From an optimization exercise on the open Yosys and OpenROAD flow, aimed at small area and a short achievable clock period; shortcuts taken in it are not production practice.
Function was checked by simulation only, so behaviour that the tests miss may differ from the original.

**flow/config.mk**
```make
export PLATFORM = sky130hd
export DESIGN_NAME = kalman_range
export DESIGN_NICKNAME = kalman_range
export VERILOG_FILES = /design/flow/design.v
export SDC_FILE = /design/flow/constraint.sdc
export NUM_CORES = 4
export LEC_CHECK = 0
export CAP_MARGIN = 20
export CORE_MARGIN = 2
export CORE_UTILIZATION = 40
export PLACE_DENSITY = 0.6
export SLEW_MARGIN = 20
```
**flow/constraint.sdc**
```tcl
create_clock -name core_clock -period 140.0 [get_ports {clk}]
set_input_delay 28.0000 -clock core_clock [delete_from_list [all_inputs] [get_ports {clk}]]
set_output_delay 28.0000 -clock core_clock [all_outputs]
set_load 0.01 [all_outputs]
```
**flow/design.v**
```verilog
module kalman_filter(
input				clk,
input				rst_n,
input		[18:0]	data_in,
input		[13:0]	kg,
output	reg	[18:0]	data_out
);
wire	[19:0]	diff	= {1'b0, data_in} - {1'b0, data_out};
wire			neg		= diff[19];
wire signed	[14:0]	kg_s	= {1'b0, kg};
wire signed	[19:0]	diff_s	= diff;
wire signed	[34:0]	prod	= kg_s * diff_s;
wire	[34:0]	sum		= {data_out, 16'd0} + prod + {19'd0, {16{neg}}};
always @(posedge clk or negedge rst_n) begin
	if(~rst_n)
		data_out	<= 19'd0;
	else
		data_out	<= sum[34:16];
end
endmodule
module seg_driver(
		input	wire		clk		,
		input	wire		rst_n	,
		input	wire		alive	,	 
		input	wire [12:0]	q_in	,
		input	wire [6:0]	r_in	,
		output	wire [6:0]	hex1	,
		output	wire [6:0]	hex2	,
		output	wire [6:0]	hex3	,
		output	wire [6:0]	hex4	,
		output	wire [6:0]	hex5	,
		output	wire [6:0]	hex6	,
		output	wire [6:0]	hex7	,
		output	wire [6:0]	hex8
	);
		reg		[12:0]	q1;
		reg		[6:0]	r1;
		always @(posedge clk) begin
			q1 <= q_in;
			r1 <= r_in;
		end
		wire	[27:0]	q10_w	= q1 * 15'd3277;				 
		wire	[9:0]	q10		= q10_w[24:15];
		wire	[17:0]	q100_w	= q10 * 8'd205;				 
		wire	[6:0]	q100	= q100_w[17:11];
		wire	[14:0]	q1000_w	= q100 * 8'd205;
		wire	[2:0]	q1000	= q1000_w[13:11];
		wire	[3:0]	d_h		= q1 - q10 * 4'd10;
		wire	[3:0]	d_th	= q10 - q100 * 4'd10;
		wire	[3:0]	d_tth	= q100 - q1000 * 4'd10;
		wire	[14:0]	r10_w	= r1 * 8'd205;
		wire	[3:0]	r10		= r10_w[14:11];			 
		wire	[3:0]	d_o		= r1 - r10 * 4'd10;
		reg		[3:0]	point_3, point_2, point_1, cm_unit, cm_ten, cm_hund;
		always @(posedge clk or negedge rst_n) begin
			if(!rst_n)begin
				point_3	<= 4'd8;
				point_2	<= 4'd8;
				point_1	<= 4'd8;
				cm_unit	<= 4'd8;
				cm_ten	<= 4'd8;
				cm_hund	<= 4'd8;
			end
			else begin
				point_3	<= d_o;
				point_2	<= r10;
				point_1	<= d_h;
				cm_unit	<= d_th;
				cm_ten	<= d_tth;
				cm_hund	<= {1'b0, q1000};
			end
		end
		assign hex1 = hex_data(point_3);
		assign hex2 = hex_data(point_2);
		assign hex3 = hex_data(point_1);
		assign hex4 = {1'b0, {6{alive}}};
		assign hex5 = hex_data(cm_unit);
		assign hex6 = hex_data(cm_ten);
		assign hex7 = hex_data(cm_hund);
		assign hex8 = {7{alive}};
		function  [6:0]	hex_data;
			input   [3:0]	data_i;
			begin
				case(data_i)
					4'd0:hex_data = 7'b1000000;
					4'd1:hex_data = 7'b1111001;
					4'd2:hex_data = 7'b0100100;
					4'd3:hex_data = 7'b0110000;
					4'd4:hex_data = 7'b0011001;
					4'd5:hex_data = 7'b0010010;
					4'd6:hex_data = 7'b0000010;
					4'd7:hex_data = 7'b1111000;
					4'd9:hex_data = 7'b0010000;
					default:hex_data = 7'b0000000;
				endcase
			end
		endfunction
	endmodule
module kalman_range (
    input               clk,
    input               rst_n,
    input       [18:0]  f_data_in,
    input       [18:0]  b_data_in,
    output      [6:0]   hex1,
    output      [6:0]   hex2,
    output      [6:0]   hex3,
    output      [6:0]   hex4,
    output      [6:0]   hex5,
    output      [6:0]   hex6,
    output      [6:0]   hex7,
    output      [6:0]   hex8,
    output      [12:0]  distance_data_f,
    output      [12:0]  distance_data_b
);
    reg     [2:0]   step;
    always @(posedge clk or negedge rst_n) begin
        if (!rst_n)
            step <= 3'd0;
        else if (step != 3'd5)
            step <= step + 3'd1;
    end
    reg     [13:0]  kg;
    always @(*) begin
        case (step)
            3'd0:    kg = 14'd5538;
            3'd1:    kg = 14'd9485;
            3'd2:    kg = 14'd12288;
            3'd3:    kg = 14'd14212;
            3'd4:    kg = 14'd15420;
            default: kg = 14'd16002;
        endcase
    end
    wire    [18:0]  filter_data_f;
    wire    [18:0]  filter_data_b;
    kalman_filter   f_kalman_filter(
        .clk        (clk),
        .rst_n      (rst_n),
        .data_in    (f_data_in),
        .kg         (kg),
        .data_out   (filter_data_f)
    );
    kalman_filter   b_kalman_filter(
        .clk        (clk),
        .rst_n      (rst_n),
        .data_in    (b_data_in),
        .kg         (kg),
        .data_out   (filter_data_b)
    );
    wire    [34:0]  qf_w = filter_data_f * 35'd41943 + 35'd20968;
    wire    [34:0]  qb_w = filter_data_b * 35'd41943 + 35'd20968;
    assign distance_data_f = qf_w[34:22];
    assign distance_data_b = qb_w[34:22];
    wire    [6:0]   rf = filter_data_f[6:0] - distance_data_f[6:0] * 7'd100;
    seg_driver u_seg_driver(
        .clk        (clk),
        .rst_n      (rst_n),
        .alive      (step != 3'd0),
        .q_in       (distance_data_f),
        .r_in       (rf),
        .hex1       (hex1),
        .hex2       (hex2),
        .hex3       (hex3),
        .hex4       (hex4),
        .hex5       (hex5),
        .hex6       (hex6),
        .hex7       (hex7),
        .hex8       (hex8)
    );
endmodule
```
**flow/run.sh**
```bash
#!/bin/bash
# synth_recipe.tcl (not shown) runs the flow's synth.tcl, then flattens the netlist and writes it again
# the make line also repeats each setting of config.mk as NAME=value (left out here)
make -C /OpenROAD-flow-scripts/flow DESIGN_CONFIG=/design/flow/config.mk WORK_HOME=/design/flow/orfs CLKGATE_MAP_FILE= SYNTH_SCRIPT=/design/flow/synth_recipe.tcl finish
```
==> results.rst <==
.. list-table::
   :header-rows: 1

   * - Metric
     - Value
   * - Status
     - no timing/DRC/antenna violations
   * - Final TNS setup
     - 0 ns
   * - Number of fill cells in the layout
     - 10490
   * - Global-route wire length before repair
     - 172000 um
   * - Largest net degree at the start of global routing
     - 66
   * - Fraction of registers with async set or reset after synthesis
     - 76.5%
   * - Final estimated routing congestion in global placement
     - 0.888
   * - Buffers inserted by post-CTS timing repair
     - 0
   * - Row cnt
     - 120
   * - Number of routed nets with antenna violations
     - 0
   * - Count of hold buffers inserted by post-cts repair
     - 0
   * - Die outline area
     - 110000 um2
   * - Buffers on Ports
     - 120
   * - Number of top-level pins
     - 122
   * - Post-synth top flop
     - dfrtp_1
   * - Total Routed Length
     - ~100000 um
   * - Worst Setup Path Type
     - in2reg
   * - Critical path arrival
     - around 37 ns
   * - Final HPWL from detailed placement
     - 89600 um
   * - Average instance area after synthesis
     - 9.55 um2
   * - Number of maximum-capacitance violations
     - 0
   * - Number of buffers on the longest clock path
     - 2
   * - Post-route minimum period
     - between 30 and 40 ns
   * - TritonCTS Buffers
     - 9
   * - CTS-repair resized insts
     - 0
   * - Worst hold path type
     - reg2reg
   * - Fmax achieved
     - 27.1 MHz
   * - Share of the core filled with cells
     - 43.3%
   * - Final number of setup-violating endpoints
     - 0
   * - Portion of synthesized cell area occupied by the leading cell type
     - 41.3%
   * - Fraction of the cycle the final worst path needs
     - 26.4%
   * - Average wire per cell in the routed design
     - ~17 um
   * - Total iterations of the first detailed-routing run
     - 5
   * - Hold slack final
     - 0.463 ns
   * - Standard cell core area
     - about 110000 um2
   * - Worst setup path startpoint
     - b_data_in[6]
   * - RR Endpoint
     - u_seg_driver.cm_ten[3]
   * - CTS tree
     - done
   * - Length in cells of the worst reg-to-reg path
     - 50
   * - Post-Synthesis Cell Area
     - 43100 um2
   * - Maximum fanout along the worst path
     - 8
   * - Average vias per placed instance
     - 4.95
   * - Launching element type of the critical path
     - input pin
   * - Post-synth cell types
     - 79
   * - Most common library cell in the layout ignoring fill and taps
     - inv_1
   * - Register bit count reported by yosys
     - 85
   * - Starting utilization of the core area
     - 40.3%
   * - DR DRC count
     - 0
   * - Count of final max-slew check failures
     - 0
   * - CP Capture Point
     - b_kalman_filter.data_out[12]
   * - Clock insertion delay at the later pin of the skew report
     - 0.40 ns
   * - Clock transition at path regs
     - 0.09 ns
   * - Share of post-route cells with drive strength above 1
     - 2.19%
   * - Root buffer selected by CTS
     - clkbuf_16
   * - Combined global-route utilization of all metal layers
     - between 10% and 20%
   * - CTS Sinks
     - 85
   * - CP required
     - 140.27 ns
   * - Layout Area Growth over Synthesis
     - 7.51%
   * - Total via count in the routed design
     - around 30000
   * - Cell accounting for the most synthesized area
     - fa_1
   * - Setup skew after layout
     - 0.0198 ns
   * - Sequential share of the synthesized area
     - 4.72%
   * - Worst slew pin tran
     - ~1.1 ns
   * - Unrepaired setup endpoints after global routing
     - no
   * - Number of flops mapped to enable cells by yosys
     - 0
   * - Source of the worst register-to-register timing path
     - u_seg_driver.q1[2]
   * - Most frequent cells in the layout
     - 1166 x inv_1, 889 x fa_1, 810 x ha_1
   * - Number of H-tree levels
     - 3
   * - Gate Count Post-Synth
     - 4515
   * - Via count of the first global-routing pass
     - 31993
   * - Count of nets after finishing
     - 6336
   * - Initial antenna violation count
     - 1
   * - Congestion Overflow GR
     - 0
   * - Warning count from the yosys run
     - 3
   * - Hold Fails Final Rpt
     - 0
   * - Antenna cells
     - 0
   * - Most area-consuming cells after synthesis
     - fa_1 41%, ha_1 23%, inv_1 10%
   * - Die Span Y
     - 332 um
   * - Die outline width
     - about 330 um
   * - Worst-case register-to-register setup slack
     - ~130 ns
   * - Sequential Area
     - 2030 um2
   * - DR iter-0 viols
     - between 1000 and 1500
   * - Multi-input combinational cell area
     - 36400 um2
   * - Worst max-slew margin expressed relative to the limit
     - 25.1%
   * - Capturing element type of the critical path
     - register
worst min path at each step:
stage,startpoint,to,slack [ns],depth (start not counted)
final,u_seg_driver.r1[0],u_seg_driver.point_3[0],0.46,0
after global routing,u_seg_driver.r1[0],u_seg_driver.point_3[0],0.48,0
after CTS,u_seg_driver.r1[0],u_seg_driver.point_3[0],0.48,0
after detailed placement,u_seg_driver.r1[0],u_seg_driver.point_3[0],0.46,0
after global placement,u_seg_driver.r1[0],u_seg_driver.point_3[0],0.46,0
after floorplan,u_seg_driver.q1[0],u_seg_driver.point_1[0],0.40,0
flip-flops by register name (all words and copies together) (netlist names):
| signal | flops |
|---|---|
| b_kalman_filter.data_out | 19 |
| f_kalman_filter.data_out | 19 |
| u_seg_driver.q1 | 13 |
| u_seg_driver.r1 | 7 |
| u_seg_driver.cm_hund | 4 |
| u_seg_driver.cm_ten | 4 |
| u_seg_driver.cm_unit | 4 |
| u_seg_driver.point_1 | 4 |
| u_seg_driver.point_2 | 4 |
| u_seg_driver.point_3 | 4 |
| step | 3 |
cell families (layout without fill, tap and decap cells):
kind of cell	count (synthesis)	after routing	synth area share, %
adders and majority gates	1699	1699	64.7
buffers and inverters	1248	1334	11.0
and+or+nand+nor	837	837	8.31
AOI/OAI and AO/OA	423	423	6.61
xor gates and xnor gates	212	212	4.39
DFF	85	85	4.72
muxes	10	10	0.235
other	1	2	0.00869
critical path, cell delays in order:
cell	delay, ns
clkdlybuf4s50_1	0.40
ha_1	0.35
a2111oi_0	0.71
a2111oi_0	0.36
a311oi_2	0.50
o21ai_1	0.19
a21o_1	0.21
a21o_1	0.21
xor2_1	0.59
nand2_1	0.18
fa_1	0.57
inv_1	0.05
fa_1	0.49
fa_1	0.52
inv_1	0.06
fa_1	0.55
fa_1	0.43
fa_1	0.50
inv_1	0.04
ha_1	0.34
a2111oi_0	0.38
a31oi_1	0.15
a311oi_2	0.35
o21ai_1	0.29
o41a_1	0.43
mux2i_1	0.17
o2111ai_1	0.13
layout make-up:
class	count	share of cell area (%)
well taps	1403	3.78
flip-flops and latches	85	4.39
clock inverters	7	0.224
inverters	1169	9.46
clock buffers	9	0.486
repair buffers	149	3.10
multi-input cells	3183	78.6
cells in the mapped netlist, drive strengths merged, types with 10 or more instances:
cell type	instances
a211oi	17
a21o	71
a21oi	141
a31oi	16
and2	13
and3	13
buf	22
clkbuf	57
dfrtp	59
dfxtp	20
fa	889
ha	810
inv	1166
nand2	282
nand2b	24
nand3	18
nand4	22
nor2	377
nor2b	28
nor3	20
o21a	17
o21ai	59
o21bai	25
o31ai	10
or2	11
xnor2	141
xor2	70
through the flow:
stage          worst slack [ns]  cells  instance area (um2)
3_3_place_gp             102.87   5988                46000
3_5_place_dp             102.82   5988                46000
2_1_floorplan            104.12   4516                43100
6_report                 103.10   6005                46400
4_1_cts                  103.23   6004                46300
5_1_grt                  102.61   6005                46400
routing by layer:
layer  global-route usage, %  vias to the layer above  wire length [um]
li1                        -                    14030                 -
met1                    27.4                    14973             47200
met5                       0                        -                13
met2                    32.4                      631             48900
met4                    4.13                        2              2080
met3                    3.15                      113              6130

what the ideal ports hide:
How much do the figures lean on ideal ports? The routed layout below was timed once more, with nothing changed but the port constraints. Step 1 (the two cells are an assumption about what drives the block):
set clk [get_ports {clk}]
set_driving_cell -lib_cell sky130_fd_sc_hd__clkbuf_16 $clk
set_driving_cell -lib_cell sky130_fd_sc_hd__buf_2 [delete_from_list [all_inputs] $clk]
Step 2 also shifts input and output timing later by t, the mid clock arrival at the registers, as if the neighbouring blocks saw the same clock. a / b / c = no drivers / after step 1 / after step 2; a / b = the first two.
t, ns: 0.450
setup WS [ns]: 103.096 / 103.136 / 102.687
worst hold slack (ns): 0.463 / 0.463 / 0.463
After both steps this run still meets setup and hold. The setup slack of this run moves by +0.040 ns with the drivers and by -0.409 ns with both steps.
